This design comes from an exercise in tuning for small area on the open sky130 flow, not from production work.
Where RTL was checked, it was by simulation tests only, not by an equivalence proof against the original.
Function not checked in runs 1, 3 and 4: the RTL went through the layout flow alone.
In every run shown here, the design's own scripts or RTL, not TritonCTS, make the clock network.
The clock input has no modelled driver; a real chip could not lean on it and would need a root buffer or a full tree.
Power and IR drop assume default switching activity.

File: flow/flow/post_cts.tcl
# Replace the clock tree that CTS built with a single level: the clock port
# drives four clock buffers, each driving the flip-flops of one quadrant.
set block [ord::get_db_block]
set db [ord::get_db]
set clknet [$block findNet clk]

# undo CTS: move every clock sink back onto the clock port's net and delete
# the CTS buffers and their nets
set cts_insts {}
foreach net [$block getNets] {
  if {[$net getSigType] != "CLOCK" || [$net getName] == "clk"} { continue }
  foreach it [$net getITerms] {
    set inst [$it getInst]
    if {[string match "*clkbuf*" [[$inst getMaster] getName]]} {
      if {[$it isOutputSignal]} { lappend cts_insts $inst }
      continue
    }
    $it disconnect
    $it connect $clknet
  }
}
foreach inst [lsort -unique $cts_insts] {
  foreach it [$inst getITerms] {
    set n [$it getNet]
    if {$n != "NULL"} { $it disconnect }
  }
  odb::dbInst_destroy $inst
}
foreach net [$block getNets] {
  if {[$net getSigType] == "CLOCK" && [$net getName] != "clk" && [llength [$net getITerms]] == 0} {
    odb::dbNet_destroy $net
  }
}

set master [$db findMaster sky130_fd_sc_hd__clkbuf_16]
set sinks {}
foreach it [$clknet getITerms] {
  set inst [$it getInst]
  lappend sinks [list [lindex [$inst getLocation] 0] [lindex [$inst getLocation] 1] $it]
}
set sinks [lsort -integer -index 0 $sinks]
set n [llength $sinks]
set half [expr {($n + 1) / 2}]
set groups {}
foreach col [list [lrange $sinks 0 [expr {$half - 1}]] [lrange $sinks $half end]] {
  set col [lsort -integer -index 1 $col]
  set h [expr {([llength $col] + 1) / 2}]
  lappend groups [lrange $col 0 [expr {$h - 1}]] [lrange $col $h end]
}
set k 0
foreach grp $groups {
  if {[llength $grp] == 0} { continue }
  set net [odb::dbNet_create $block "clknet_q$k"]
  $net setSigType CLOCK
  set sx 0
  set sy 0
  foreach s $grp {
    set it [lindex $s 2]
    $it disconnect
    $it connect $net
    set sx [expr {$sx + [lindex $s 0]}]
    set sy [expr {$sy + [lindex $s 1]}]
  }
  set inst [odb::dbInst_create $block $master "clkbuf_q$k"]
  [$inst findITerm A] connect $clknet
  [$inst findITerm X] connect $net
  $inst setLocation [expr {$sx / [llength $grp]}] [expr {$sy / [llength $grp]}]
  $inst setPlacementStatus PLACED
  incr k
}
puts "post_cts: [llength [lsort -unique $cts_insts]] CTS buffers replaced by $k clkbuf_16"
detailed_placement
estimate_parasitics -placement
File: flow/constraint.sdc
create_clock -name core_clock -period 10.0 [get_ports {clk}]
set_input_delay 2.0000 -clock core_clock [delete_from_list [all_inputs] [get_ports {clk}]]
set_output_delay 2.0000 -clock core_clock [all_outputs]
set_load 0.01 [all_outputs]
File: flow/config.mk
export PLATFORM = sky130hd
export DESIGN_NAME = axis_sm
export DESIGN_NICKNAME = axis_sm
export VERILOG_FILES = /design/flow/design.v
export SDC_FILE = /design/flow/constraint.sdc
export NUM_CORES = 4
export LEC_CHECK = 0
export CAP_MARGIN = 20
export CORE_MARGIN = 2
export CORE_UTILIZATION = 40
export SLEW_MARGIN = 20
export SYNTH_HIERARCHICAL = 1
File: flow/flow/run.sh
#!/bin/bash
# Standard ORFS layout; ports buffered with the smallest buffer, the
# constant outputs share the tie cell that synthesis made, and the clock
# tree is replaced after CTS by one level of four buffers (flow/post_cts.tcl).
bash standard.sh "BUFFER_PORTS_ARGS=-buffer_cell sky130_fd_sc_hd__buf_1" SKIP_REPAIR_TIE_FANOUT=1 \
  "CTS_ARGS=-sink_clustering_enable -repair_clock_nets -dont_use_dummy_load" \
  "POST_CTS_TCL=$PWD/flow/post_cts.tcl" \
  finish > standard.log 2>&1
File: flow/standard.sh
#!/bin/bash
# synth_recipe.tcl (not shown) runs the flow's synth.tcl, then flattens the netlist and writes it again
# the make line also repeats each setting of config.mk as NAME=value (left out here)
make -C /OpenROAD-flow-scripts/flow DESIGN_CONFIG=/design/flow/config.mk WORK_HOME=/design/flow/orfs CLKGATE_MAP_FILE= SYNTH_SCRIPT=/design/flow/synth_recipe.tcl "${@:-finish}"
File: flow/design.v
module axis_sm(
    input clk,
    input rstn,
    input start_en,
    input [31:0] phase_start_value,
    input [31:0] phase_stop_value,
    input [31:0] phase_step_value,
    output reg s_axis_phase_tvalid,
    input s_axis_phase_tready,
    output [63:0] s_axis_phase_tdata,
    output m_axis_phase_tready,
    output m_axis_data_tready,
    output [4:0] state_reg
    );
    localparam LO = 17;
    reg [2:0]  st;
    reg [31:0] td;
    reg [31:0] fp;       
    reg        rdy;
    reg        cmp;
    reg        cy;
    assign s_axis_phase_tdata = {32'h0, td};
    assign state_reg = {2'b00, st};
    assign m_axis_phase_tready = rdy;
    assign m_axis_data_tready = rdy;
    wire s0 = (st == 3'd0);
    wire s1 = (st == 3'd1);
    wire s2 = (st == 3'd2);
    wire s3 = (st == 3'd3);
    wire s4 = (st == 3'd4);
    wire s5 = (st == 3'd5);
    wire s6 = (st == 3'd6);
    wire s7 = (st == 3'd7);
    wire [LO:0] clo;
    wire [LO-1:0] sum_lo;
    hadd u_ha0 (.a(td[0]), .b(phase_step_value[0]), .s(sum_lo[0]), .co(clo[1]));
    wire [32-LO:0] chi;
    wire [31-LO:0] sum_hi;
    assign chi[0] = cy;
    wire [32:0] lt;
    assign lt[0] = 1'b0;
    genvar i;
    generate
        for (i = 1; i < LO; i = i + 1) begin : g_lo
            fadd u_fa (.a(td[i]), .b(phase_step_value[i]), .ci(clo[i]), .s(sum_lo[i]), .co(clo[i+1]));
        end
        for (i = 0; i < 32 - LO; i = i + 1) begin : g_hi
            fadd u_fa (.a(td[LO+i]), .b(fp[LO+i]), .ci(chi[i]), .s(sum_hi[i]), .co(chi[i+1]));
        end
        for (i = 0; i < 32; i = i + 1) begin : g_ge
            wire an = (i < 7) ? ~td[i] : fp[i];
            assign lt[i+1] = (an & phase_stop_value[i]) | (lt[i] & (an | phase_stop_value[i]));
        end
    endgenerate
    wire done = (fp[3:0] == 4'b0000) && fp[6];
    wire [6:0] cnt_nx = {fp[5:0], ~(fp[6] ^ fp[3])};
    wire ld = s0 | (s6 & cmp);
    wire hold_lo = s1 | s2 | (s6 & ~cmp);
    wire hold_cn = s1 | s2 | s3 | s4 | s5 | (s6 & ~cmp);
    wire hold_hi = ~(ld | s7 | s6);
    always @(posedge clk) begin
        cmp <= ~lt[32];
        cy  <= clo[LO];
        if (s0) s_axis_phase_tvalid <= 1'b0;
        else if (s2) s_axis_phase_tvalid <= 1'b1;
        fp <= ({32{ld}} & ~phase_start_value)
            | ({32{s7}} & {phase_step_value[31:LO], ~sum_lo})
            | ({{(32-LO){s6 & ~cmp}}, {LO{1'b0}}} & {~sum_hi, {LO{1'b0}}})
            | ({{(32-LO){hold_hi}}, {(LO-7){hold_cn}}, 7'd0} & fp)
            | ({25'd0, {7{hold_lo}}} & fp[6:0])
            | ({25'd0, {7{s5}}} & cnt_nx);
        td <= ({32{s3 & rstn}} & ~fp) | ({32{~s3 & rstn}} & td);
        if (!rstn) begin
            st  <= 3'd0;
            rdy <= 1'b0;
        end else begin
            if (s1) rdy <= 1'b1;
            case (st)
                3'd0: st <= start_en ? 3'd1 : 3'd0;
                3'd1: st <= 3'd2;
                3'd2: st <= 3'd3;
                3'd3: st <= 3'd4;
                3'd4: st <= s_axis_phase_tready ? 3'd5 : 3'd4;
                3'd5: st <= (s5 & done) ? 3'd7 : 3'd5;
                3'd7: st <= 3'd6;
                3'd6: st <= (cmp && !start_en) ? 3'd0 : 3'd1;
            endcase
        end
    end
endmodule
module fadd (
    input a,
    input b,
    input ci,
    output s,
    output co
    );
    assign s = a ^ b ^ ci;
    assign co = (a & b) | (ci & (a ^ b));
endmodule
module hadd (
    input a,
    input b,
    output s,
    output co
    );
    assign s = a ^ b;
    assign co = a & b;
endmodule
==> results.yml, run 1 <==
timing:
  clock_skew_ps: 4.40
  timing.hold.ws_ps: 490
  slew_headroom: 0.347
  period_minus_slack_ps: 8680
  tns_ps: 0
  hold_viol_final: 0
  setup_violations: 0
  period_share: 0.868
  fmaxAchievable_mhz: 115
  setup_slack_ps: 1320
  rsz0062_at_grt: "false"
  worstMarginPinSlew_ps: 978
  drv_slew: 0
yosys:
  synth_fp_nets: 566
  synth_cell_types: 48
  syn-cell-area_mm2: 0.00395
  ys_warn_count: 7
  synth_most_common_cell: "dfxtp_1"
  async_flop_share: 0
  netlist_instances: 434
  synth_edf_count: 0
  yosysSeqAreaShare: 0.360
  yosysTopAreaCell: "dfxtp_1"
  yosysTopAreaCellShare: 0.360
  synth_common_cells: "71 x dfxtp_1, 61 x o21ai_0, 56 x nand2_1"
  synth_area_leaders: "dfxtp_1 36%, fa_1 16%, o21ai_0 7.7%, buf_4 6.7%, nand2_1 5.3%"
  syn_area_per_cell_um2: 9.10
  ys.flop_type: "dfxtp_1"
  ys_seq_elements: 71
worst_setup_path:
  slowest_delay_ps: 500
  path_max_fanout: 1
  cp_top_family: "adder cells"
  crit_required_ps: 10010
  path_cells: "buf_1 -> ha_1 -> fa_1 -> fa_1 -> fa_1 -> fa_1 -> fa_1 -> fa_1 -> fa_1 -> fa_1 -> fa_1 -> fa_1 -> fa_1 -> fa_1 -> fa_1 -> fa_1 -> fa_1 -> fa_1 -> o221ai_1"
  cp_num_cells: 19
  crit_path_end: "fp[16]"
  rr_worst_depth: 18
  startpoint_type: "input pin"
  r2r_slack_ps: 2870
  rr_endpoint: "fp[16]"
  worstSetupPathType: "in2reg"
  critical_path.n_buffers_inverters: 1
  path_common_cell: "fa_1"
  rr_startpoint: "td[0]"
  crit_arrival_ps: 8690
  crit_path_start: "phase_step_value[0]"
  endpoint_kind: "flop"
  crit_path_top_delay_cell: "fa_1"
finish:
  nNetsFinal: 654
  fillers: 961
  area_growth_pct: 11.6
  multiInputGateArea_mm2: 0.00216
  drive_gt1_frac: 0.0385
  diodes: 0
  seqCellArea_mm2: 0.00142
  fin_cells: 653
detailed_routing:
  drc_errors: 0
  dr.pass1.iters: 4
  wire_per_inst_um: 15.7
  drt_iter0_drc: 91
  ant_nets: 0
  routed_wl_um: 10300
  via_per_inst: 5.30
  num_vias: 3464
place:
  place_inst: 649
  numPortBuffers: 137
  post-place-ws_ps: 1060
  gp_congestion: 0.801
  hpwl_um: 7560
pwr:
  total_power_mw: 0.715
  ir_drop_mv: 0.0915
  power_density_mw_per_mm2: 162
  leakage_nw: 1.62
grt:
  grt.total_usage: 0.192
  grt-busiest-layer: "met2"
  use_met1: 0.260
  grt_pass1_wl_um: 15900
  grtUsageMet2: 0.310
  antenna_found_initial: 0
  grt_remaining_overflow: 0
  grt_max_degree: 35
  grt_pass1_vias: 3241
  grt_util_met3: 0.0504
die:
  initial_core_util: 0.408
  fp-row-count: 36
  die-height_um: 103
  die_area_mm2: 0.0107
  fp.dieW_um: 103
  core_mm2: 0.00968
  io-pin-count: 172
cts:
  clkTransAtPathRegs_ps: 80
  cts.sinks: 71
  worstSkewPairLatency_ps: 140
flow_run:
  max-cap-violations: 0
outcome:
  status: "complete, no violations"
worst_hold_path:
  hold_class: "reg2reg"
[per-layer routing]
layer | vias up | share of wire
li1 | 1681 | -
met1 | 1684 | 0.45
met2 | 91 | 0.48
met3 | 8 | 0.060
met4 | 0 | 0.011
met5 | - | 0
[worst min path at each step]
| stage | start | end | slack [ps] | cells past startpoint |
|---|---|---|---|---|
| 6_report | s_axis_phase_tvalid | s_axis_phase_tvalid | 490 | 1 |
| 3_5_place_dp | s_axis_phase_tvalid | s_axis_phase_tvalid | 480 | 1 |
| 2_1_floorplan | fp[4] | td[4] | 450 | 1 |
| 5_1_grt | s_axis_phase_tvalid | s_axis_phase_tvalid | 510 | 1 |
| 3_3_place_gp | s_axis_phase_tvalid | s_axis_phase_tvalid | 460 | 1 |
[power breakdown]
part | internal [mW] | switching [mW]
Combinational | 0.0824 | 0.0985
Clock | 0.0724 | 0.0743
Sequential | 0.326 | 0.0611
Total | 0.481 | 0.234
[area by class of cell]
type,instances,share of cell area
buffer,4,0.0227
sequential,71,0.322
multi-input combinational,299,0.490
tap,133,0.0378
timing repair buffer,140,0.122
inverter,6,0.00511
[kinds of logic after synthesis]
logic type,synth area share
simple gates,0.130
flops,0.360
fa+ha+maj,0.169
mux,0.00539
xor+xnor,0.00444
compound gates,0.236
other cells,0.000950
buf+inv,0.0941
[flip-flops by register name (all words and copies together), names as in the netlist, named ones only]
register,cells
fp,32
rdy,1
td,32
st,2
cy,1
cmp,1
s_axis_phase_tvalid,1
[Yosys stat by module (local to each module, per instance)]
| module | area, um^2 | flops+latches | copies in the design |
|---|---|---|---|
| fadd | 20.0 | 0 | 31 |
| hadd | 12.5 | 0 | 1 |
| axis_sm | 3320 | 71 | 1 |
[placed cells by master, fill, tap and decap left out, types with 2 or more instances in the layout]
cell type / n
buf_1: 137
dfxtp_1: 71
o21ai_0: 61
nand2_1: 55
nor2_1: 34
fa_1: 31
a221oi_1: 15
a21oi_1: 12
o221ai_1: 11
a22oi_1: 10
o22ai_1: 7
inv_1: 6
a31oi_1: 6
nor3_1: 5
o31ai_1: 5
nor2b_1: 4
nand2b_1: 4
clkbuf_16: 4
maj3_2: 3
a211oi_1: 3
buf_4: 3
and2_1: 2
o2111ai_1: 2
a222oi_1: 2
nand3_1: 2
[metrics by stage]
step,cell area (um^2),utilization
2_1_floorplan,3950,-
3_3_place_gp,4310,0.445
3_5_place_dp,4310,0.445
5_1_grt,4410,0.455
6_report,4410,0.455
==> run 2: changes to the inputs <==
==> flow/design.v (replaced) <==
module axis_sm(
    input clk,
    input rstn,
    input start_en,
    input [31:0] phase_start_value,
    input [31:0] phase_stop_value,
    input [31:0] phase_step_value,
    output reg s_axis_phase_tvalid,
    input s_axis_phase_tready,
    output [63:0] s_axis_phase_tdata,
    output m_axis_phase_tready,
    output m_axis_data_tready,
    output [4:0] state_reg
    );
    localparam LO = 19;
    localparam CN = 7;
    reg        st0, st1, st2;
    wire [2:0] st = {st2, st1, st0};
    reg  [2:0] st_nx;
    reg [31:0] td;
    reg [31:0] fp;
    reg        rdy;
    reg        cmp;
    reg        cy;
    assign s_axis_phase_tdata = {32'h0, td};
    assign state_reg = {2'b00, st};
    assign m_axis_phase_tready = rdy;
    assign m_axis_data_tready = rdy;
    wire s0 = (st == 3'd0);
    wire s1 = (st == 3'd1);
    wire s2 = (st == 3'd2);
    wire s3 = (st == 3'd3);
    wire s5 = (st == 3'd5);
    wire s6 = (st == 3'd6);
    wire s7 = (st == 3'd7);
    wire ld   = s0 | (s6 & cmp);     
    wire s6n  = s6 & ~cmp;           
    wire h_lo = ~(ld | s7);          
    wire hhin = ld | s7 | s6;        
    wire s7n  = ~s7;
    wire hcnn = ~(s1 | s2 | s6n);    
    wire s5n  = ~s5;
    wire s3rn = ~(s3 & rstn);
    wire hr   = ~s3 & rstn;
    wire [LO:0] clo;
    wire [LO-1:0] sum_lo;
    hadd u_ha0 (.a(td[0]), .b(phase_step_value[0]), .s(sum_lo[0]), .co(clo[1]));
    wire [32-LO:0] chi;
    wire [31-LO:0] sum_hi;
    assign chi[0] = cy;
    wire [31:0] an = {fp[31:CN], ~td[CN-1:0]};
    wire [32:0] lt;
    assign lt[0] = 1'b0;
    wire done = (fp[3:0] == 4'b1111) && !fp[6];
    wire [CN-1:0] cnt_nx = {fp[5:0], fp[6] ^ fp[3]};
    wire [31:0] fp_d, td_d;
    genvar i;
    generate
        for (i = 1; i < LO; i = i + 1) begin : g_lo
            fadd u_fa (.a(td[i]), .b(phase_step_value[i]), .ci(clo[i]), .s(sum_lo[i]), .co(clo[i+1]));
        end
        for (i = 0; i < 32 - LO; i = i + 1) begin : g_hi
            fadd u_fa (.a(td[LO+i]), .b(fp[LO+i]), .ci(chi[i]), .s(sum_hi[i]), .co(chi[i+1]));
        end
        for (i = 0; i < 32; i = i + 1) begin : g_lt
            assign lt[i+1] = (an[i] & phase_stop_value[i]) | (lt[i] & (an[i] | phase_stop_value[i]));
        end
        for (i = 0; i < 32; i = i + 1) begin : g_td
            assign td_d[i] = (~s3rn & ~fp[i]) | (hr & td[i]);
        end
        for (i = 0; i < CN; i = i + 1) begin : g_cn
            assign fp_d[i] = ~((ld & phase_start_value[i]) | (s7 & sum_lo[i])) & (fp[i] | hcnn) & (cnt_nx[i] | s5n);
        end
        for (i = CN; i < LO; i = i + 1) begin : g_flo
            assign fp_d[i] = ~((ld & phase_start_value[i]) | (s7 & sum_lo[i]) | (h_lo & ~fp[i]));
        end
        for (i = LO; i < 32; i = i + 1) begin : g_fhi
            assign fp_d[i] = ~((ld & phase_start_value[i]) | (s6n & sum_hi[i-LO])) & (fp[i] | hhin) & (phase_step_value[i] | s7n);
        end
    endgenerate
    always @(*) begin
        case (st)
            3'd0: st_nx = start_en ? 3'd1 : 3'd0;
            3'd1: st_nx = 3'd2;
            3'd2: st_nx = 3'd3;
            3'd3: st_nx = 3'd4;
            3'd4: st_nx = s_axis_phase_tready ? 3'd5 : 3'd4;
            3'd5: st_nx = done ? 3'd7 : 3'd5;
            3'd7: st_nx = 3'd6;
            default: st_nx = (cmp && !start_en) ? 3'd0 : 3'd1;
        endcase
    end
    always @(posedge clk) begin
        cmp <= ~lt[32];
        cy  <= clo[LO];
        fp  <= fp_d;
        td  <= td_d;
        if (s0) s_axis_phase_tvalid <= 1'b0;
        else if (s2) s_axis_phase_tvalid <= 1'b1;
        if (!rstn) begin
            st0 <= 1'b0;
            st1 <= 1'b0;
            st2 <= 1'b0;
            rdy <= 1'b0;
        end else begin
            if (s1) rdy <= 1'b1;
            st0 <= st_nx[0];
            st1 <= st_nx[1];
            st2 <= st_nx[2];
        end
    end
endmodule
module fadd (
    input a,
    input b,
    input ci,
    output s,
    output co
    );
    assign s = a ^ b ^ ci;
    assign co = (a & b) | (ci & (a ^ b));
endmodule
module hadd (
    input a,
    input b,
    output s,
    output co
    );
    assign s = a ^ b;
    assign co = a & b;
endmodule
==> flow/flow/run.sh (replaced) <==
#!/bin/bash
# ORFS layout through the standard.sh, with these changes:
# - synthesis maps with an area-oriented ABC script (flow/synth.tcl);
# - ports are buffered with the smallest buffer;
# - the constant outputs share the tie cell that synthesis made;
# - after CTS the clock tree is replaced by one level of four buffers
#   (flow/post_cts.tcl).
bash standard.sh "SYNTH_SCRIPT=$PWD/flow/synth.tcl" \
  "BUFFER_PORTS_ARGS=-buffer_cell sky130_fd_sc_hd__buf_1" SKIP_REPAIR_TIE_FANOUT=1 \
  "CTS_ARGS=-sink_clustering_enable -repair_clock_nets -dont_use_dummy_load" \
  "POST_CTS_TCL=$PWD/flow/post_cts.tcl" \
  finish > standard.log 2>&1
==> flow/flow/abc_area.script (new file) <==
strash
dch
map -a
mfs
strash
dch
map -a
topo
stime -c
--- a/flow/flow/post_cts.tcl
+++ b/flow/flow/post_cts.tcl
@@ -32,7 +32,7 @@
   }
 }
 
-set master [$db findMaster sky130_fd_sc_hd__clkbuf_16]
+set master [$db findMaster sky130_fd_sc_hd__clkbuf_8]
 set sinks {}
 foreach it [$clknet getITerms] {
   set inst [$it getInst]
@@ -68,6 +68,6 @@
   $inst setPlacementStatus PLACED
   incr k
 }
-puts "post_cts: [llength [lsort -unique $cts_insts]] CTS buffers replaced by $k clkbuf_16"
+puts "post_cts: [llength [lsort -unique $cts_insts]] CTS buffers replaced by $k clkbuf_8"
 detailed_placement
 estimate_parasitics -placement
==> flow/flow/synth.tcl (new file) <==
# The standard flow's synthesis script (synth_recipe.tcl), with ABC run on an
# area-oriented script (flow/abc_area.script) instead of ORFS's speed script.
set my_abc_script [file join [file dirname [file normalize [info script]]] abc_area.script]
proc synth {args} { yosys synth -nofsm -noshare {*}$args }
proc abc {args} {
  global my_abc_script
  set i [lsearch $args -script]
  if {$i >= 0} { set args [lreplace $args [expr {$i + 1}] [expr {$i + 1}] $my_abc_script] }
  yosys abc {*}$args
}
source $::env(SCRIPTS_DIR)/synth.tcl
# left out here: clear keep_hierarchy, flatten, clean up, hide names made inside functions, write 1_2_yosys.v
==> results.yml, run 2 <==
cts:
  cts.sinks: 71
  worstSkewPairLatency_ps: 170
  clkTransAtPathRegs_ps: 110
worst_setup_path:
  endpoint_kind: "flop"
  crit_required_ps: 10090
  crit_arrival_ps: 9630
  path_max_fanout: 1
  worstSetupPathType: "in2reg"
  startpoint_type: "input pin"
  rr_startpoint: "td[0]"
  crit_path_start: "phase_step_value[0]"
detailed_routing:
  num_vias: 3131
  drt_iter0_drc: 95
  routed_wl_um: 9190
  drc_errors: 0
  via_per_inst: 5.36
  dr.pass1.iters: 4
  ant_nets: 0
  wire_per_inst_um: 15.7
worst_hold_path:
  hold_class: "reg2reg"
  holdCritStartpoint: "s_axis_phase_tvalid"
place:
  gp_congestion: 0.768
  numPortBuffers: 137
  hpwl_um: 6960
timing:
  period_minus_slack_ps: 9540
  hold_viol_final: 0
  worstMarginPinSlew_ps: 755
  slew_headroom: 0.497
  timing.hold.ws_ps: 450
  drv_slew: 0
  period_share: 0.954
  fmaxAchievable_mhz: 105
  setup_violations: 0
  clock_skew_ps: 8.37
  tns_ps: 0
  rsz0062_at_grt: "false"
yosys:
  syn_area_per_cell_um2: 9.88
  synth_most_common_cell: "dfxtp_1"
  ys_warn_count: 7
  synth_compound_area_frac: 0.246
  yosysTopAreaCellShare: 0.391
  syn-cell-area_mm2: 0.00364
  synthAdderAreaFrac: 0.174
  async_flop_share: 0
  ys_seq_elements: 71
  muxShareOfSynthArea: 0
  yosysTopAreaCell: "dfxtp_1"
  synth_top_family_by_area: "compound AO/OA/AOI/OAI gates"
  yosys.area_share.simple: 0.0633
  ys.flop_type: "dfxtp_1"
  synth_area_leaders: "dfxtp_1 39%, fa_1 17%, o22ai_1 11%, a221oi_1 9.9%, buf_4 7.8%"
  synth_fp_nets: 500
  synth_xor_area_frac: 0
  synth_edf_count: 0
  synth_common_cells: "71 x dfxtp_1, 62 x o22ai_1, 45 x clkinv_1"
  netlist_instances: 368
  synth_cell_types: 23
  yosysSeqAreaShare: 0.391
grt:
  grt_pass1_vias: 3217
  grt_pass1_wl_um: 15200
  antenna_found_initial: 0
  grt_max_degree: 45
  grt.total_usage: 0.189
  grt_remaining_overflow: 0
outcome:
  status: "complete, no violations"
finish:
  diodes: 0
  nNetsFinal: 610
  fillers: 869
  seqCellArea_mm2: 0.00142
  multiInputGateArea_mm2: 0.00178
  reg_top3: "fp (32), td (32)"
  drive_gt1_frac: 0.0252
  final_common_cell: "buf_1"
  final_cell_mix: "137 x buf_1, 71 x dfxtp_1, 62 x o22ai_1"
  area_growth_pct: 13.0
flow_run:
  max-cap-violations: 0
pwr:
  power_density_mw_per_mm2: 218
  ir_drop_mv: 0.122
  leakage_nw: 1.42
  total_power_mw: 0.897
die:
  io-pin-count: 172
  core_mm2: 0.00876
  die_area_mm2: 0.00987
  die-height_um: 99.4
  initial_core_util: 0.415
  fp-row-count: 34
  fp.dieW_um: 99.4
[run 2: cells by family (layout without fill, tap and decap cells)]
logic type | Yosys count | count (layout)
other | 1 | 1
flip-flops | 71 | 71
buffers and inverters | 83 | 191
AND/OR/NAND/NOR | 54 | 54
AO/OA/AOI/OAI | 127 | 127
adder cells (fa/ha/maj) | 32 | 32
[run 2: area by class of cell]
| cell class | instances | area share |
|---|---|---|
| multi-input combinational | 214 | 0.433 |
| sequential | 71 | 0.346 |
| timing repair buffer | 142 | 0.134 |
| inverter | 45 | 0.0411 |
| tap | 108 | 0.0329 |
| buffer | 4 | 0.0134 |
[run 2: Yosys stat by module (local to each module, per instance)]
module / flip-flops and latches / times used / cell area [um^2] / cells
hadd: 0 / 1 / 12.5 / 1
fadd: 0 / 31 / 20.0 / 1
axis_sm: 71 / 1 / 3000 / 336
[run 2: report_power, final]
group          internal [mW]  switching (mW)
combinational          0.146           0.172
sequential             0.366           0.100
clock                 0.0375          0.0759
[run 2: path summary, 6_finish.rpt]
path | endpoint | slack (ps) | cells past startpoint
worst max register to register | fp[18] | 2010 | 20
worst min register to register | s_axis_phase_tvalid | 450 | 2
worst min-delay path | s_axis_phase_tvalid | 450 | 2
worst max-delay path | fp[18] | 460 | 21
[run 2: metal layers]
metal,wire [um],up-vias,GRT usage
li1,-,1559,-
met1,4030,1458,0.250
met2,4310,108,0.311
met3,760,6,0.0562
met4,95,0,0.0369
met5,0,-,0
[run 2: worst max-delay path, stage by stage]
cell and delay [ps]:
buf_1 70, ha_1 180, fa_1 390, fa_1 420, fa_1 400, fa_1 390, fa_1 390, fa_1 400
fa_1 390, fa_1 390, fa_1 400, fa_1 390, fa_1 380, fa_1 390, fa_1 410, fa_1 400
fa_1 390, fa_1 390, fa_1 390, fa_1 430, a221oi_1 230
[run 2: metrics by stage]
step | instances | utilization | instance area, um^2 | setup slack (ps)
2_1_floorplan | 368 | - | 3640 | 646
3_3_place_gp | 580 | 0.463 | 4060 | 321
3_5_place_dp | 580 | 0.463 | 4060 | 190
5_1_grt | 584 | 0.469 | 4110 | 155
6_report | 584 | 0.469 | 4110 | 458
==> run 3: changes to the inputs <==
--- a/flow/design.v
+++ b/flow/design.v
@@ -12,7 +12,7 @@
     output m_axis_data_tready,
     output [4:0] state_reg
     );
-    localparam LO = 19;
+    localparam LO = 17;
     localparam CN = 7;
     reg        st0, st1, st2;
     wire [2:0] st = {st2, st1, st0};
@@ -66,7 +66,7 @@
             assign lt[i+1] = (an[i] & phase_stop_value[i]) | (lt[i] & (an[i] | phase_stop_value[i]));
         end
         for (i = 0; i < 32; i = i + 1) begin : g_td
-            assign td_d[i] = (~s3rn & ~fp[i]) | (hr & td[i]);
+            sel_td u_td (.sn(s3rn), .vn(fp[i]), .h(hr), .q(td[i]), .d(td_d[i]));
         end
         for (i = 0; i < CN; i = i + 1) begin : g_cn
             assign fp_d[i] = ~((ld & phase_start_value[i]) | (s7 & sum_lo[i])) & (fp[i] | hcnn) & (cnt_nx[i] | s5n);
@@ -110,6 +110,9 @@
         end
     end
 endmodule
+module sel_td (input sn, input vn, input h, input q, output d);
+    assign d = ~((~h | ~q) & (sn | vn));
+endmodule
 module fadd (
     input a,
     input b,
==> results.yml, run 3 <==
yosys:
  synth_most_common_cell: "dfxtp_1"
  async_flop_share: 0
  yosysTopAreaCell: "dfxtp_1"
  syn-cell-area_mm2: 0.00361
  synth_common_cells: "71 x dfxtp_1, 42 x nand2_1, 42 x o21ai_0"
  yosysTopAreaCellShare: 0.394
  ys_seq_elements: 71
  synth_edf_count: 0
  ys.flop_type: "dfxtp_1"
  synth_area_leaders: "dfxtp_1 39%, fa_1 17%, a221oi_1 9.2%, buf_4 7.9%, o21ai_0 5.8%"
  synth_cell_types: 22
  netlist_instances: 375
  ys_warn_count: 7
  syn_area_per_cell_um2: 9.62
  yosysSeqAreaShare: 0.394
  synth_fp_nets: 507
timing:
  slew_headroom: 0.316
  drv_slew: 0
  clock_skew_ps: 8.41
  worstMarginPinSlew_ps: 1030
  tns_ps: 0
  timing.hold.ws_ps: 457
  rsz0062_at_grt: "false"
  hold_viol_final: 0
  fmaxAchievable_mhz: 113
  period_minus_slack_ps: 8830
  period_share: 0.883
  setup_violations: 0
grt:
  grt_pass1_vias: 3133
  grt.total_usage: 0.193
  antenna_found_initial: 0
  grt_max_degree: 35
  grt_pass1_wl_um: 15200
  grt_remaining_overflow: 0
worst_setup_path:
  crit_path_top_delay_cell: "fa_1"
  endpoint_kind: "flop"
  startpoint_type: "input pin"
  worstSetupPathType: "in2reg"
  crit_arrival_ps: 8890
  cp_top_family: "adder cells"
  crit_required_ps: 10060
  slowest_delay_ps: 430
  path_max_fanout: 1
  path_cells: "buf_1 -> ha_1 -> fa_1 -> fa_1 -> fa_1 -> fa_1 -> fa_1 -> fa_1 -> fa_1 -> fa_1 -> fa_1 -> fa_1 -> fa_1 -> fa_1 -> fa_1 -> fa_1 -> fa_1 -> fa_1 -> a221oi_1"
  critical_path.n_buffers_inverters: 1
  path_common_cell: "fa_1"
cts:
  clkTransAtPathRegs_ps: 110
  cts.sinks: 71
  worstSkewPairLatency_ps: 170
place:
  hpwl_um: 6860
  gp_congestion: 0.831
  place_inst: 586
  numPortBuffers: 137
pwr:
  p_int_mw: 0.543
  combPwrFrac: 0.354
  power_switching_mw: 0.352
  ir_drop_mv: 0.0975
  power_frac_seq: 0.521
  swShare: 0.393
  leakage_nw: 1.44
  clockPowerShare: 0.125
  power_density_mw_per_mm2: 219
detailed_routing:
  wire_per_inst_um: 15.8
  dr.pass1.iters: 4
  drt_iter0_drc: 92
  num_vias: 3175
  drc_errors: 0
  via_per_inst: 5.38
  routed_wl_um: 9340
  ant_nets: 0
finish:
  seqCellArea_mm2: 0.00142
  diodes: 0
  multiInputGateArea_mm2: 0.00186
  final_common_cell: "buf_1"
  fin_cells: 590
  final_cell_mix: "137 x buf_1, 71 x dfxtp_1, 42 x nand2_1"
  area_growth_pct: 13.1
  reg_top3: "fp (32), td (32)"
  drive_gt1_frac: 0.0249
  nNetsFinal: 616
  fillers: 879
outcome:
  status: "complete, no violations"
worst_hold_path:
  hold_class: "reg2reg"
die:
  core_mm2: 0.00872
  initial_core_util: 0.413
  io-pin-count: 172
  fp.dieW_um: 98.9
  die_area_mm2: 0.00979
  die-height_um: 98.9
  fp-row-count: 34
flow_run:
  max-cap-violations: 0
## run 3: power by group through the flow
stage                     logic [mW]  registers, mW  clock network, mW
after floorplan                0.237          0.451                  0
after global placement         0.311          0.472                  0
after detailed placement       0.317          0.474                  0
after global routing           0.362          0.485              0.125
final                          0.317          0.466              0.112
## run 3: cell type report
type | instances | share of cell area
Buffer | 4 | 0.0135
Inverter | 17 | 0.0156
Multi-Input combinational cell | 249 | 0.456
Tap cell | 108 | 0.0331
Sequential cell | 71 | 0.348
Timing Repair Buffer | 141 | 0.133
## run 3: Yosys stat by module, one instance, submodules excluded
module | times used | flops+latches | cell area, um^2
axis_sm | 1 | 71 | 2690
fadd | 31 | 0 | 20.0
hadd | 1 | 0 | 12.5
sel_td | 32 | 0 | 8.76
## run 3: through the flow
step	instance area [um^2]	power [mW]	setup slack [ps]	utilization
2_1_floorplan	3610	0.688	1390	-
3_3_place_gp	4020	0.782	1190	0.461
3_5_place_dp	4020	0.791	966	0.461
5_1_grt	4080	0.972	984	0.468
6_report	4080	0.895	1170	0.468
## run 3: final timing paths
| path | startpoint | slack (ps) | cells past startpoint | to |
|---|---|---|---|---|
| setup / recovery | phase_step_value[0] | 1170 | 19 | fp[16] |
| hold / removal | s_axis_phase_tvalid | 460 | 2 | s_axis_phase_tvalid |
| setup reg to reg | td[0] | 2700 | 18 | fp[16] |
| hold reg to reg | s_axis_phase_tvalid | 460 | 2 | s_axis_phase_tvalid |
## run 3: logic make-up after synthesis
group / share of synthesized area
buffers and inverters: 0.0968
and+or+nand+nor: 0.0902
other: 0.00104
AOI/OAI and AO/OA: 0.242
adders and majority gates: 0.176
DFF: 0.394
## run 3: worst register-to-register path, stage by stage, from the launching register on
cell and delay [ps]:
dfxtp_1 360, ha_1 210, fa_1 380, fa_1 420
fa_1 390, fa_1 390, fa_1 390, fa_1 390
fa_1 410, fa_1 400, fa_1 400, fa_1 390
fa_1 390, fa_1 380, fa_1 380, fa_1 400
fa_1 390, fa_1 430, a221oi_1 300
## run 3: routing by layer
| metal | global-route usage | vias to the layer above | part of all wire |
|---|---|---|---|
| li1 | - | 1560 | - |
| met1 | 0.260 | 1499 | 0.46 |
| met2 | 0.317 | 106 | 0.46 |
| met3 | 0.0433 | 10 | 0.064 |
| met4 | 0.0485 | 0 | 0.021 |
| met5 | 0 | - | 0 |
==> run 4: changes to the inputs <==
--- a/flow/design.v
+++ b/flow/design.v
@@ -12,7 +12,7 @@
     output m_axis_data_tready,
     output [4:0] state_reg
     );
-    localparam LO = 17;
+    localparam LO = 16;
     localparam CN = 7;
     reg        st0, st1, st2;
     wire [2:0] st = {st2, st1, st0};
==> results.yml, run 4 <==
yosys:
  netlist_instances: 372
  synth_cell_types: 23
  synth_fp_nets: 504
  synth_edf_count: 0
  ys_seq_elements: 71
  yosysTopAreaCellShare: 0.391
  yosysSeqAreaShare: 0.391
  synth_most_common_cell: "dfxtp_1"
  yosysTopAreaCell: "dfxtp_1"
  syn-cell-area_mm2: 0.00363
  synth_area_leaders: "dfxtp_1 39%, fa_1 17%, buf_4 7.9%, a221oi_1 7.7%, o22ai_1 5.5%"
  syn_area_per_cell_um2: 9.77
  ys.flop_type: "dfxtp_1"
  async_flop_share: 0
  ys_warn_count: 7
  synth_common_cells: "71 x dfxtp_1, 44 x nand2_1, 39 x o21ai_0"
pwr:
  clockPowerShare: 0.122
  total_power_mw: 0.914
  power_frac_seq: 0.511
  p_int_mw: 0.554
  swShare: 0.394
  leakage_nw: 1.47
  power_switching_mw: 0.360
  combPwrFrac: 0.366
  ir_drop_mv: 0.0908
  power_density_mw_per_mm2: 223
timing:
  worstMarginPinSlew_ps: 1050
  timing.hold.ws_ps: 464
  hold_viol_final: 0
  setup_slack_ps: 1670
  drv_slew: 0
  rsz0062_at_grt: "false"
  fmaxAchievable_mhz: 120
  setup_violations: 0
  tns_ps: 0
  slew_headroom: 0.298
  clock_skew_ps: 10.5
  period_share: 0.833
  period_minus_slack_ps: 8330
place:
  place_inst: 582
  numPortBuffers: 137
  placed_cell_area_mm2: 0.00405
  hpwl_um: 7020
  gp_congestion: 0.775
  post-place-ws_ps: 1430
grt:
  grt_remaining_overflow: 0
  grt.total_usage: 0.197
  grt_pass1_wl_um: 15700
  antenna_found_initial: 0
  grt_pass1_vias: 3258
  grt_max_degree: 35
die:
  fp-row-count: 34
  core_mm2: 0.00876
  io-pin-count: 172
  initial_core_util: 0.415
  fp.dieW_um: 99.3
  die-height_um: 99.3
  die_area_mm2: 0.00986
worst_setup_path:
  rr_endpoint: "fp[31]"
  rr_startpoint: "fp[16]"
  endpoint_kind: "flop"
  path_max_fanout: 1
  r2r_slack_ps: 2820
  crit_arrival_ps: 8410
  startpoint_type: "input pin"
  rr_worst_depth: 17
  crit_required_ps: 10090
  worstSetupPathType: "in2reg"
finish:
  nNetsFinal: 612
  fin_area_mm2: 0.00411
  utilization: 0.468
  reg_top3: "fp (32), td (32)"
  diodes: 0
  final_common_cell: "buf_1"
  drive_gt1_frac: 0.0460
  fin_cells: 586
  area_growth_pct: 13.0
  final_cell_mix: "137 x buf_1, 71 x dfxtp_1, 44 x nand2_1"
detailed_routing:
  via_per_inst: 5.48
  num_vias: 3209
  drc_errors: 0
  wire_per_inst_um: 16.4
  drt_iter0_drc: 105
  ant_nets: 0
  dr.pass1.iters: 4
  routed_wl_um: 9610
cts:
  clkTransAtPathRegs_ps: 110
  worstSkewPairLatency_ps: 170
  cts.sinks: 71
flow_run:
  max-cap-violations: 0
worst_hold_path:
  hold_path_depth: 2
  hold_class: "reg2reg"
  holdCritStartpoint: "s_axis_phase_tvalid"
  hold_end: "s_axis_phase_tvalid"
outcome:
  status: "complete, no violations"
## run 4: changes by cell type in the layout (fill, tap and decap cells not counted), sizes merged, moves of 3 or more
cell    previous run  this run
a22o               1         6
o21ai             42        39
o221ai             1         5
or2                0         4
nor2              36        24
a221oi            38        32
a22oi              3         6
## run 4: Yosys stat by module (local to each module, per instance)
module,flops+latches,cell area (um^2),copies in the design
sel_td,0,8.76,32
hadd,0,12.5,1
axis_sm,71,2720,1
fadd,0,20.0,31
## run 4: kinds of logic after synthesis
family	count (synthesis)	share of synthesized area
flip-flops	71	0.391
AND/OR/NAND/NOR	79	0.0878
adder cells (fa/ha/maj)	32	0.174
other	1	0.00103
buffers and inverters	55	0.0961
AO/OA/AOI/OAI	134	0.250
## run 4: how the worst max path moves through the flow
stage | startpoint | endpoint | slack (ps) | cells after the start
detailed placement | phase_step_value[0] | fp[15] | 1430 | 18
global placement | phase_step_value[0] | fp[15] | 1580 | 18
finish | phase_step_value[0] | fp[15] | 1670 | 18
floorplan | phase_step_value[0] | fp[15] | 1770 | 17
global route | phase_step_value[0] | fp[15] | 1450 | 18
## run 4: cell type report
type,count,area (um^2)
repair buffers,140,537
inverters,17,63.8
flip-flops and latches,71,1420
multi-input cells,246,1890
well taps,108,135
fillers,899,4660
plain buffers,4,55.1
## run 4: per-layer routing
layer | vias up | global-route usage | share of wire
met3 | 11 | 0.0436 | 0.071
met5 | - | 0 | 0
met4 | 0 | 0.0569 | 0.017
li1 | 1553 | - | -
met1 | 1537 | 0.253 | 0.44
met2 | 108 | 0.334 | 0.47
## run 4: power groups by stage
stage | clock network (mW) | logic, mW | registers [mW]
2_1_floorplan | 0 | 0.248 | 0.451
3_3_place_gp | 0 | 0.323 | 0.473
3_5_place_dp | 0 | 0.333 | 0.474
5_1_grt | 0.126 | 0.374 | 0.487
6_report | 0.112 | 0.335 | 0.467
## run 4: critical path: stages
cell      delay, ps
buf_1            70
ha_1            180
fa_1            380
fa_1            390
fa_1            390
fa_1            390
fa_1            390
fa_1            390
fa_1            390
fa_1            400
fa_1            400
fa_1            390
fa_1            390
fa_1            380
fa_1            400
fa_1            410
fa_1            440
a221oi_1        230
==> run 5: changes to the inputs <==
--- a/flow/design.v
+++ b/flow/design.v
@@ -12,7 +12,7 @@
     output m_axis_data_tready,
     output [4:0] state_reg
     );
-    localparam LO = 16;
+    localparam LO = 19;
     localparam CN = 7;
     reg        st0, st1, st2;
     wire [2:0] st = {st2, st1, st0};
==> results.yml, run 5 <==
outcome:
  status: "complete, no violations"
timing:
  timing.hold.ws_ps: 468
  tns_ps: 0
  clock_skew_ps: 11.7
  slew_headroom: 0.333
  fmaxAchievable_mhz: 105
  rsz0062_at_grt: "false"
  worstMarginPinSlew_ps: 1000
  period_minus_slack_ps: 9570
  drv_slew: 0
  hold_viol_final: 0
  period_share: 0.957
  setup_violations: 0
worst_setup_path:
  slowest_delay_ps: 440
  rr_startpoint: "td[0]"
  r2r_slack_ps: 1960
  rr_endpoint: "fp[18]"
  path_common_cell: "fa_1"
  crit_path_top_delay_cell: "fa_1"
  crit_required_ps: 10090
  endpoint_kind: "flop"
  worstSetupPathType: "in2reg"
  rr_worst_depth: 20
  path_max_fanout: 1
  crit_arrival_ps: 9660
  path_cells: "buf_1 -> ha_1 -> fa_1 -> fa_1 -> fa_1 -> fa_1 -> fa_1 -> fa_1 -> fa_1 -> fa_1 -> fa_1 -> fa_1 -> fa_1 -> fa_1 -> fa_1 -> fa_1 -> fa_1 -> fa_1 -> fa_1 -> fa_1 -> a221oi_1"
  startpoint_type: "input pin"
detailed_routing:
  num_vias: 3211
  ant_nets: 0
  met3_length_um: 677
  drc_errors: 0
  routed_wl_um: 9980
  wire_per_inst_um: 17.1
  via_per_inst: 5.50
  wl_met1_um: 4290
  dr.pass1.iters: 4
  drt_iter0_drc: 120
  wl_met2_um: 4830
  routed.top_layer: "met4"
worst_hold_path:
  hold_end: "s_axis_phase_tvalid"
  hold_class: "reg2reg"
  hold_path_depth: 2
  holdCritStartpoint: "s_axis_phase_tvalid"
die:
  core_mm2: 0.00876
  fp-row-count: 34
  die-height_um: 99.1
  die_area_mm2: 0.00982
  fp.dieW_um: 99.1
  io-pin-count: 172
  initial_core_util: 0.413
finish:
  reg_top3: "fp (32), td (32)"
  final_cell_mix: "137 x buf_1, 71 x dfxtp_1, 40 x nand2_1"
  final_common_cell: "buf_1"
  diodes: 0
  seqCellArea_mm2: 0.00142
  fillers: 900
  drive_gt1_frac: 0.0441
  nNetsFinal: 610
  area_growth_pct: 12.9
  multiInputGateArea_mm2: 0.00187
grt:
  grt_max_degree: 35
  antenna_found_initial: 0
  grt_pass1_vias: 3239
  grt_remaining_overflow: 0
  grt_pass1_wl_um: 16000
  grt.total_usage: 0.204
flow_run:
  max-cap-violations: 0
place:
  gp_congestion: 0.832
  numPortBuffers: 137
  hpwl_um: 7560
yosys:
  yosysSeqAreaShare: 0.393
  synth_most_common_cell: "dfxtp_1"
  yosysTopAreaCellShare: 0.393
  synth_fp_nets: 502
  synth_cell_types: 25
  synth_common_cells: "71 x dfxtp_1, 40 x nand2_1, 38 x buf_4, 38 x o21ai_0, 32 x a221oi_1"
  ys.flop_type: "dfxtp_1"
  ys_seq_elements: 71
  async_flop_share: 0
  synth_area_leaders: "dfxtp_1 39%, fa_1 17%, buf_4 7.9%, a221oi_1 7.7%, o21ai_0 5.3%"
  netlist_instances: 370
  syn_area_per_cell_um2: 9.78
  synth_edf_count: 0
  ys_warn_count: 7
  yosysTopAreaCell: "dfxtp_1"
  syn-cell-area_mm2: 0.00362
pwr:
  leakage_nw: 1.45
  power_density_mw_per_mm2: 221
  ir_drop_mv: 0.0926
cts:
  clkTransAtPathRegs_ps: 120
  cts.sinks: 71
  worstSkewPairLatency_ps: 170
[run 5: logic make-up (layout without fill, tap and decap cells)]
| kind of cell | after synthesis | in the layout | synth area share |
|---|---|---|---|
| adder cells (fa/ha/maj) | 32 | 32 | 0.175 |
| flip-flops | 71 | 71 | 0.393 |
| buffers and inverters | 55 | 161 | 0.0965 |
| AO/OA/AOI/OAI | 132 | 132 | 0.247 |
| AND/OR/NAND/NOR | 79 | 79 | 0.0879 |
| other | 1 | 1 | 0.00104 |
[run 5: per-module statistics from Yosys, one instance, submodules excluded]
module   cells  flops+latches  area [um^2]  copies in the design
axis_sm    274             71         2700                     1
fadd         1              0         20.0                    31
hadd         1              0         12.5                     1
sel_td       2              0         8.76                    32
[run 5: through the flow]
step / util / power, mW / instance area [um^2] / instances / worst slack, ps
after floorplan: - / 0.690 / 3620 / 370 / 627
after global placement: 0.460 / 0.785 / 4030 / 580 / 334
after detailed placement: 0.460 / 0.798 / 4030 / 580 / 154
after global routing: 0.466 / 0.977 / 4090 / 584 / 142
final: 0.466 / 0.904 / 4090 / 584 / 431
[run 5: worst max path at each step]
stage	from	endpoint	slack (ps)	cells past startpoint
3_3_place_gp	phase_step_value[0]	fp[18]	330	21
5_1_grt	phase_step_value[0]	fp[18]	140	21
2_1_floorplan	phase_step_value[0]	fp[18]	630	20
3_5_place_dp	phase_step_value[0]	fp[18]	150	21
6_report	phase_step_value[0]	fp[18]	430	21
[run 5: worst max-delay path, delay by kind of cell]
kind | cells | cell delay (ps)
AO/OA/AOI/OAI | 1 | 230
adder cells (fa/ha/maj) | 19 | 7360
buffers and inverters | 1 | 80
[run 5: cell type report]
cell class | instances | area share
Inverter | 17 | 0.0156
Multi-Input combinational cell | 244 | 0.458
Buffer | 4 | 0.0135
Sequential cell | 71 | 0.348
Timing Repair Buffer | 140 | 0.131
Tap cell | 108 | 0.0331
[run 5: routing by layer]
| metal | vias up | track usage |
|---|---|---|
| met5 | - | 0 |
| met4 | 0 | 0.0590 |
| met3 | 12 | 0.0394 |
| met2 | 116 | 0.354 |
| met1 | 1538 | 0.257 |
| li1 | 1545 | - |
[run 5: power breakdown]
part / switching [mW] / total [mW] / internal (mW)
clock: 0.0758 / 0.113 / 0.0375
combinational: 0.180 / 0.326 / 0.146
sequential: 0.0987 / 0.465 / 0.366
total: 0.355 / 0.904 / 0.549
==> run 6: changes to the inputs <==
--- a/flow/design.v
+++ b/flow/design.v
@@ -12,7 +12,7 @@
     output m_axis_data_tready,
     output [4:0] state_reg
     );
-    localparam LO = 19;
+    localparam LO = 18;
     localparam CN = 7;
     reg        st0, st1, st2;
     wire [2:0] st = {st2, st1, st0};
==> results.yml, run 6 <==
worst_hold_path:
  hold_path_depth: 2
  hold_end: "s_axis_phase_tvalid"
  hold_class: "reg2reg"
  holdCritStartpoint: "s_axis_phase_tvalid"
worst_setup_path:
  path_max_fanout: 1
  cp_top_family: "adder cells"
  slowest_delay_ps: 440
  endpoint_kind: "flop"
  path_cells: "buf_1 -> ha_1 -> fa_1 -> fa_1 -> fa_1 -> fa_1 -> fa_1 -> fa_1 -> fa_1 -> fa_1 -> fa_1 -> fa_1 -> fa_1 -> fa_1 -> fa_1 -> fa_1 -> fa_1 -> fa_1 -> fa_1 -> a221oi_1"
  crit_required_ps: 10080
  r2r_slack_ps: 2410
  rr_startpoint: "td[0]"
  path_common_cell: "fa_1"
  rr_worst_depth: 19
  startpoint_type: "input pin"
  crit_arrival_ps: 9190
  rr_endpoint: "fp[17]"
  worstSetupPathType: "in2reg"
  crit_path_top_delay_cell: "fa_1"
  critical_path.n_buffers_inverters: 1
die:
  initial_core_util: 0.412
  die-height_um: 98.8
  die_area_mm2: 0.00976
  core_mm2: 0.00872
  fp.dieW_um: 98.8
  fp-row-count: 34
  io-pin-count: 172
outcome:
  status: "complete, no violations"
detailed_routing:
  num_vias: 3190
  routed_wl_um: 9510
  wire_per_inst_um: 16.2
  ant_nets: 0
  drt_iter0_drc: 117
  drc_errors: 0
  via_per_inst: 5.43
  dr.pass1.iters: 4
finish:
  reg_top3: "fp (32), td (32)"
  drive_gt1_frac: 0.0229
  utilization: 0.466
  fin_cells: 588
  diodes: 0
  fillers: 910
  nNetsFinal: 614
  area_growth_pct: 13.2
  final_common_cell: "buf_1"
  final_cell_mix: "137 x buf_1, 71 x dfxtp_1, 42 x nor2_1, 42 x a221oi_1"
timing:
  setup_violations: 0
  hold_viol_final: 0
  drv_slew: 0
  tns_ps: 0
  worstMarginPinSlew_ps: 1020
  clock_skew_ps: 11.2
  rsz0062_at_grt: "false"
  slew_headroom: 0.319
  period_minus_slack_ps: 9110
  fmaxAchievable_mhz: 110
  period_share: 0.911
yosys:
  syn-cell-area_mm2: 0.00359
  async_flop_share: 0
  synth_most_common_cell: "dfxtp_1"
  synth_fp_nets: 505
  ys_seq_elements: 71
  yosysTopAreaCell: "dfxtp_1"
  synth_common_cells: "71 x dfxtp_1, 42 x a221oi_1, 42 x nor2_1"
  ys_warn_count: 7
  yosysSeqAreaShare: 0.396
  ys.flop_type: "dfxtp_1"
  syn_area_per_cell_um2: 9.63
  synth_area_leaders: "dfxtp_1 40%, fa_1 17%, a221oi_1 10%, buf_4 7.9%, o22ai_1 5.6%"
  synth_cell_types: 19
  synth_edf_count: 0
  yosysTopAreaCellShare: 0.396
  netlist_instances: 373
grt:
  grt_pass1_wl_um: 15500
  grt_pass1_vias: 3158
  antenna_found_initial: 0
  grt_remaining_overflow: 0
  grt_max_degree: 35
  grt.total_usage: 0.195
place:
  numPortBuffers: 137
  place_inst: 584
  gp_congestion: 0.806
  hpwl_um: 7010
pwr:
  leakage_nw: 1.43
  power_density_mw_per_mm2: 221
  ir_drop_mv: 0.135
cts:
  worstSkewPairLatency_ps: 170
  clkTransAtPathRegs_ps: 110
  cts.sinks: 71
flow_run:
  max-cap-violations: 0
## run 6: metal layers
metal,vias up,wire (um),track usage
met1,1514,4220,0.258
met2,117,4410,0.319
met5,-,0,0
met3,10,753,0.0539
met4,0,138,0.0474
li1,1549,-,-
## run 6: cell families (layout without fill, tap and decap cells)
group	Yosys count	count (layout)	synth area share
flip-flops	71	71	0.396
AO/OA/AOI/OAI	128	128	0.237
AND/OR/NAND/NOR	86	86	0.0926
buffers and inverters	55	162	0.0971
adder cells (fa/ha/maj)	32	32	0.176
other	1	1	0.00104
## run 6: worst max path at each step
stage	startpoint	end	cells past startpoint
floorplan	phase_step_value[0]	fp[17]	19
global placement	phase_step_value[0]	fp[17]	20
finish	phase_step_value[0]	fp[17]	20
detailed placement	phase_step_value[0]	fp[17]	20
global route	phase_step_value[0]	fp[17]	20
## run 6: where the power goes
group	total (mW)	switching (mW)	internal, mW
Sequential	0.467	0.102	0.366
Clock	0.112	0.0743	0.0374
Combinational	0.318	0.178	0.140
## run 6: final cells by class
type / count / area (um^2) / area share
timing repair buffer: 141 / 544 / 0.134
buffer: 4 / 55.1 / 0.0135
multi-input combinational: 247 / 1850 / 0.454
tap: 108 / 135 / 0.0332
inverter: 17 / 63.8 / 0.0157
sequential: 71 / 1420 / 0.350
## run 6: tightest hold or removal path: stages, from the launching register on
cell	delay (ps)
dfxtp_1	330
clkinv_1	40
a21oi_1	50
## run 6: stage by stage
stage | setup WS [ps] | hold slack (ps) | area (um^2) | power (mW)
after floorplan | 1010 | 450 | 3590 | 0.686
after global placement | 809 | 440 | 4010 | 0.782
after detailed placement | 624 | 443 | 4010 | 0.791
after global routing | 672 | 478 | 4070 | 0.970
final | 886 | 455 | 4070 | 0.897
## run 6: per-module statistics from Yosys (local to each module, per instance)
module,area (um^2),copies in the design
hadd,12.5,1
sel_td,8.76,32
axis_sm,2680,1
fadd,20.0,31
==> run 7: changes to the inputs <==
--- a/flow/config.mk
+++ b/flow/config.mk
@@ -7,6 +7,7 @@
 export LEC_CHECK = 0
 export CAP_MARGIN = 20
 export CORE_MARGIN = 2
-export CORE_UTILIZATION = 40
+export CORE_UTILIZATION = 65
+export PLACE_DENSITY = 0.85
 export SLEW_MARGIN = 20
 export SYNTH_HIERARCHICAL = 1
==> results.yml, run 7 <==
cts:
  clkTransAtPathRegs_ps: 110
  worstSkewPairLatency_ps: 160
  cts.sinks: 71
yosys:
  synth_xor_area_frac: 0
  synth_cell_types: 19
  synth_top_family_by_area: "compound AO/OA/AOI/OAI gates"
  netlist_instances: 373
  yosys.area_share.simple: 0.0926
  syn-cell-area_mm2: 0.00359
  syn_area_per_cell_um2: 9.63
  ys_warn_count: 7
  muxShareOfSynthArea: 0
  synth_fp_nets: 505
  async_flop_share: 0
  synth_compound_area_frac: 0.237
  yosysTopAreaCell: "dfxtp_1"
  synth_common_cells: "71 x dfxtp_1, 42 x a221oi_1, 42 x nor2_1"
  synth_edf_count: 0
  yosysTopAreaCellShare: 0.396
  yosysSeqAreaShare: 0.396
  synth_area_leaders: "dfxtp_1 40%, fa_1 17%, a221oi_1 10%, buf_4 7.9%, o22ai_1 5.6%"
  synth_most_common_cell: "dfxtp_1"
  ys.flop_type: "dfxtp_1"
  ys_seq_elements: 71
  synthAdderAreaFrac: 0.176
worst_setup_path:
  path_max_fanout: 1
  r2r_slack_ps: 2220
  rr_worst_depth: 19
  crit_arrival_ps: 9380
  crit_required_ps: 10070
  rr_startpoint: "td[0]"
  endpoint_kind: "flop"
  rr_endpoint: "fp[17]"
  crit_path_start: "phase_step_value[0]"
  crit_path_end: "fp[17]"
  startpoint_type: "input pin"
  worstSetupPathType: "in2reg"
pwr:
  total_power_mw: 0.898
  leakage_nw: 1.43
  power_density_mw_per_mm2: 224
  ir_drop_mv: 0.163
die:
  die-height_um: 78.4
  fp-row-count: 27
  initial_core_util: 0.665
  core_mm2: 0.00541
  die_area_mm2: 0.00614
  fp.dieW_um: 78.4
  io-pin-count: 172
worst_hold_path:
  hold_class: "reg2reg"
  hold_path_depth: 2
detailed_routing:
  routed.top_layer: "met4"
  routed_wl_um: 9360
  wl_met2_um: 4800
  num_vias: 3325
  drt_iter0_drc: 203
  via_per_inst: 6.02
  wire_per_inst_um: 17.0
  met3_length_um: 777
  ant_nets: 0
  wl_met1_um: 3700
  dr.pass1.iters: 5
  drc_errors: 0
timing:
  timing.hold.ws_ps: 454
  setup_violations: 0
  rsz0062_at_grt: "false"
  period_share: 0.931
  drv_slew: 0
  fmaxAchievable_mhz: 107
  worstMarginPinSlew_ps: 752
  setup_slack_ps: 691
  clock_skew_ps: 6.82
  tns_ps: 0
  hold_viol_final: 0
  slew_headroom: 0.497
  period_minus_slack_ps: 9310
finish:
  reg_top3: "fp (32), td (32)"
  final_cell_mix: "137 x buf_1, 71 x dfxtp_1, 42 x a221oi_1"
  nNetsFinal: 614
  diodes: 0
  fin_cells: 552
  fin_area_mm2: 0.00402
  drive_gt1_frac: 0.0250
  final_common_cell: "buf_1"
  area_growth_pct: 11.7
  utilization: 0.743
outcome:
  status: "complete, no violations"
grt:
  antenna_found_initial: 0
  grt_max_degree: 35
  grt_pass1_wl_um: 15300
  grt_remaining_overflow: 0
  grt_pass1_vias: 3337
  grt.total_usage: 0.314
place:
  placed_cell_area_mm2: 0.00396
  gp_congestion: 0.878
  post-place-ws_ps: 579
  numPortBuffers: 137
  place_inst: 548
  hpwl_um: 6750
flow_run:
  max-cap-violations: 0
## run 7: cell counts after synthesis
Identical to the previous run, type by type.
## run 7: kinds of logic after synthesis
group                      Yosys count
AOI/OAI and AO/OA                  128
and+or+nand+nor                     86
DFF                                 71
buffers and inverters               55
adders and majority gates           32
other                                1
## run 7: layer usage
metal  GRT usage  vias up
met1       0.391     1593
met3      0.0690       12
met5           0        -
met4      0.0614        0
met2       0.566      172
li1            -     1548
## run 7: final cells by class
| class | count | area, um^2 |
|---|---|---|
| tap | 72 | 90.1 |
| inverter | 17 | 63.8 |
| timing repair buffer | 141 | 544 |
| buffer | 4 | 55.1 |
| sequential | 71 | 1420 |
| fill | 414 | 1390 |
| multi-input combinational | 247 | 1840 |
## run 7: worst min path at each step
stage | slack [ps] | start | endpoint
6_report | 450 | s_axis_phase_tvalid | s_axis_phase_tvalid
5_1_grt | 480 | s_axis_phase_tvalid | s_axis_phase_tvalid
3_5_place_dp | 440 | s_axis_phase_tvalid | s_axis_phase_tvalid
3_3_place_gp | 440 | s_axis_phase_tvalid | s_axis_phase_tvalid
2_1_floorplan | 450 | fp[5] | td[5]
## run 7: worst max-delay path, cell delays in order
cell,delay (ps)
buf_1,80
ha_1,190
fa_1,390
fa_1,390
fa_1,400
fa_1,390
fa_1,390
fa_1,400
fa_1,410
fa_1,430
fa_1,400
fa_1,400
fa_1,390
fa_1,390
fa_1,390
fa_1,400
fa_1,390
fa_1,420
fa_1,460
a221oi_1,270
## run 7: report_power, final
| group | switching [mW] | internal (mW) |
|---|---|---|
| combinational | 0.183 | 0.139 |
| sequential | 0.102 | 0.366 |
| clock | 0.0713 | 0.0373 |
## run 7: Yosys stat by module (local to each module, per instance)
module   flops+latches  area [um^2]  copies in the design  cells
axis_sm             71         2680                     1    277
fadd                 0         20.0                    31      1
hadd                 0         12.5                     1      1
sel_td               0         8.76                    32      2
==> run 8: changes to the inputs <==
--- a/flow/design.v
+++ b/flow/design.v
@@ -35,7 +35,7 @@
     wire s7 = (st == 3'd7);
     wire ld   = s0 | (s6 & cmp);     
     wire s6n  = s6 & ~cmp;           
-    wire h_lo = ~(ld | s7);          
+    wire h_lon = ld | s7;            
     wire hhin = ld | s7 | s6;        
     wire s7n  = ~s7;
     wire hcnn = ~(s1 | s2 | s6n);    
@@ -69,13 +69,16 @@
             sel_td u_td (.sn(s3rn), .vn(fp[i]), .h(hr), .q(td[i]), .d(td_d[i]));
         end
         for (i = 0; i < CN; i = i + 1) begin : g_cn
-            assign fp_d[i] = ~((ld & phase_start_value[i]) | (s7 & sum_lo[i])) & (fp[i] | hcnn) & (cnt_nx[i] | s5n);
+            sel_x u_fp (.p1(ld), .a(phase_start_value[i]), .p2(s7), .b(sum_lo[i]),
+                        .q(fp[i]), .hn(hcnn), .c(cnt_nx[i]), .cn(s5n), .d(fp_d[i]));
         end
         for (i = CN; i < LO; i = i + 1) begin : g_flo
-            assign fp_d[i] = ~((ld & phase_start_value[i]) | (s7 & sum_lo[i]) | (h_lo & ~fp[i]));
+            sel_lo u_fp (.p1(ld), .a(phase_start_value[i]), .p2(s7), .b(sum_lo[i]),
+                         .hn(h_lon), .q(fp[i]), .d(fp_d[i]));
         end
         for (i = LO; i < 32; i = i + 1) begin : g_fhi
-            assign fp_d[i] = ~((ld & phase_start_value[i]) | (s6n & sum_hi[i-LO])) & (fp[i] | hhin) & (phase_step_value[i] | s7n);
+            sel_x u_fp (.p1(ld), .a(phase_start_value[i]), .p2(s6n), .b(sum_hi[i-LO]),
+                        .q(fp[i]), .hn(hhin), .c(phase_step_value[i]), .cn(s7n), .d(fp_d[i]));
         end
     endgenerate
     always @(*) begin
@@ -110,6 +113,12 @@
         end
     end
 endmodule
+module sel_lo (input p1, input a, input p2, input b, input hn, input q, output d);
+    assign d = ~((p1 & a) | (p2 & b) | ~(hn | q));
+endmodule
+module sel_x (input p1, input a, input p2, input b, input q, input hn, input c, input cn, output d);
+    assign d = ~((p1 & a) | (p2 & b) | ~((q | hn) & (c | cn)));
+endmodule
 module sel_td (input sn, input vn, input h, input q, output d);
     assign d = ~((~h | ~q) & (sn | vn));
 endmodule
==> results.yml, run 8 <==
grt:
  grt_pass1_vias: 3271
  antenna_found_initial: 0
  grt_remaining_overflow: 0
  grt_max_degree: 35
  grt_pass1_wl_um: 15200
  grt.total_usage: 0.315
yosys:
  synth_edf_count: 0
  async_flop_share: 0
  ys_warn_count: 7
  yosysSeqAreaShare: 0.398
  syn_area_per_cell_um2: 9.82
  netlist_instances: 364
  synth_fp_nets: 496
  synth_cell_types: 20
  synth_area_leaders: "dfxtp_1 40%, fa_1 17%, a221oi_1 11%, buf_4 8.0%, o22ai_1 5.8%"
  yosysTopAreaCellShare: 0.398
  ys.flop_type: "dfxtp_1"
  yosysTopAreaCell: "dfxtp_1"
  ys_seq_elements: 71
  synth_most_common_cell: "dfxtp_1"
  syn-cell-area_mm2: 0.00357
  synth_common_cells: "71 x dfxtp_1, 43 x a221oi_1, 40 x o21ai_0"
finish:
  final_cell_mix: "137 x buf_1, 71 x dfxtp_1, 43 x a221oi_1"
  final_common_cell: "buf_1"
  reg_top3: "fp (32), td (32)"
  nNetsFinal: 604
  diodes: 0
  area_growth_pct: 11.8
  drive_gt1_frac: 0.0234
  fillers: 413
  fin_area_mm2: 0.00400
flow_run:
  max-cap-violations: 0
detailed_routing:
  routed_wl_um: 9150
  dr.pass1.iters: 5
  drc_errors: 0
  ant_nets: 0
  drt_iter0_drc: 224
  num_vias: 3334
  wire_per_inst_um: 16.9
  via_per_inst: 6.15
worst_setup_path:
  crit_path_start: "phase_step_value[0]"
  crit_path_top_delay_cell: "fa_1"
  cp_top_family: "adder cells"
  slowest_delay_ps: 440
  crit_arrival_ps: 9260
  crit_required_ps: 10070
  r2r_slack_ps: 2340
  critical_path.n_buffers_inverters: 1
  startpoint_type: "input pin"
  path_max_fanout: 1
  rr_startpoint: "td[0]"
  path_common_cell: "fa_1"
  worstSetupPathType: "in2reg"
  path_cells: "buf_1 -> ha_1 -> fa_1 -> fa_1 -> fa_1 -> fa_1 -> fa_1 -> fa_1 -> fa_1 -> fa_1 -> fa_1 -> fa_1 -> fa_1 -> fa_1 -> fa_1 -> fa_1 -> fa_1 -> fa_1 -> fa_1 -> a221oi_1"
  endpoint_kind: "flop"
pwr:
  leakage_nw: 1.43
  total_power_mw: 0.895
  power_density_mw_per_mm2: 224
  ir_drop_mv: 0.149
timing:
  setup_slack_ps: 816
  drv_slew: 0
  tns_ps: 0
  clock_skew_ps: 8.96
  timing.hold.ws_ps: 479
  slew_headroom: 0.269
  worstMarginPinSlew_ps: 1090
  setup_violations: 0
  period_minus_slack_ps: 9180
  hold_viol_final: 0
  fmaxAchievable_mhz: 109
  rsz0062_at_grt: "false"
  period_share: 0.918
place:
  gp_congestion: 0.905
  numPortBuffers: 137
  placed_cell_area_mm2: 0.00394
  post-place-ws_ps: 623
  hpwl_um: 6710
worst_hold_path:
  hold_class: "reg2reg"
  holdCritStartpoint: "rdy"
outcome:
  status: "complete, no violations"
die:
  io-pin-count: 172
  die-height_um: 78.2
  core_mm2: 0.00541
  initial_core_util: 0.661
  die_area_mm2: 0.00611
  fp.dieW_um: 78.2
  fp-row-count: 27
cts:
  worstSkewPairLatency_ps: 170
  cts.sinks: 71
  clkTransAtPathRegs_ps: 110
run 8: cell count changes after synthesis:
cell / delta
a221oi_1: +1
nor2_1: -12
o22ai_1: +1
a211oi_1: -1
nand2_1: +1
clkinv_1: -3
o21ai_0: +1
a21oi_1: -1
xor2_1: +1
nor3_1: +1
o21a_1: +1
nand3_1: +1
run 8: layer usage:
| layer | wire, um | up-vias | track usage |
|---|---|---|---|
| li1 | - | 1531 | - |
| met1 | 3740 | 1609 | 0.428 |
| met2 | 4480 | 174 | 0.517 |
| met3 | 715 | 20 | 0.0563 |
| met4 | 206 | 0 | 0.100 |
| met5 | 0 | - | 0 |
run 8: modules after synthesis, one instance, submodules excluded:
module | cells | area [um^2]
axis_sm | 204 | 2210
sel_x | 2 | 15.0
fadd | 1 | 20.0
sel_lo | 2 | 12.5
sel_td | 2 | 8.76
hadd | 1 | 12.5
run 8: cell type report:
type,count,area (um^2),area share
Buffer,4,55.1,0.0138
Timing Repair Buffer,140,537,0.134
Tap cell,72,90.1,0.0225
Inverter,14,52.6,0.0131
Multi-Input combinational cell,241,1840,0.461
Sequential cell,71,1420,0.356
run 8: final timing paths:
check,endpoint,cells after the start
max reg2reg,fp[17],19
max,fp[17],20
min,rdy,2
min reg2reg,rdy,2
run 8: cell families after synthesis:
family,after synthesis,synth area share
simple gates,77,0.0844
compound gates,130,0.243
fa+ha+maj,32,0.177
xor+xnor,1,0.00245
other cells,1,0.00105
flops,71,0.398
buf+inv,52,0.0945
run 8: where the power goes:
group | total, mW | leakage (nW) | switching (mW) | internal (mW)
logic | 0.317 | 0.814 | 0.178 | 0.139
registers | 0.468 | 0.585 | 0.102 | 0.366
clock network | 0.111 | 0.0288 | 0.0733 | 0.0374
total | 0.895 | 1.43 | 0.353 | 0.542
run 8: through the flow:
stage | cells | util
floorplan | 364 | -
global placement | 538 | 0.728
detailed placement | 538 | 0.729
global route | 542 | 0.739
finish | 542 | 0.739
run 8: worst reg2reg max path, stage by stage (launching register included):
cell,delay [ps]
dfxtp_1,360
ha_1,220
fa_1,390
fa_1,390
fa_1,390
fa_1,390
fa_1,400
fa_1,390
fa_1,390
fa_1,410
fa_1,400
fa_1,400
fa_1,390
fa_1,390
fa_1,400
fa_1,400
fa_1,390
fa_1,390
fa_1,440
a221oi_1,240

==> separate check: timing with driven ports <==
No port has a modelled driver above. Below, the same layouts with a new extraction and two added sets of constraints. Step 1 sets driving cells, clkbuf_16 on the clock port and buf_2 on the other inputs (assumed; they add their load-dependent delay and slew). Step 2 adds t to the input delays and takes it off the output delays; t is the mean of the earliest and latest rising clock arrival at the registers after step 1. Input paths then give back, and output paths get back, about the clock's delay inside the block. Three values: no drivers, after step 1, after step 2; two values: the first two.
run	t, ns	setup slack, ns	worst setup path at the end	worst data-port slew with drivers (ns)	cell pins on the clock port's net
run 1	0.221	1.321 / 1.380 / 1.159	input to register	0.05	4
run 2	0.229	0.458 / 0.501 / 0.272	input to register	0.06	4
run 3	0.227	1.173 / 1.215 / 0.988	input to register	0.06	4
run 4	0.226	1.674 / 1.710 / 1.485	input to register	0.05	4
run 5	0.224	0.431 / 0.465 / 0.241	input to register	0.07	4
run 6	0.226	0.886 / 0.924 / 0.699	input to register	0.05	4
run 7	0.220	0.691 / 0.723 / 0.504	input to register	0.05	4
run 8	0.223	0.816 / 0.856 / 0.634	input to register	0.05	4
After both steps every run listed still meets setup and hold. The setup slack of run 5, which loses most, moves by +0.034 ns with the drivers and by -0.190 ns with both steps.
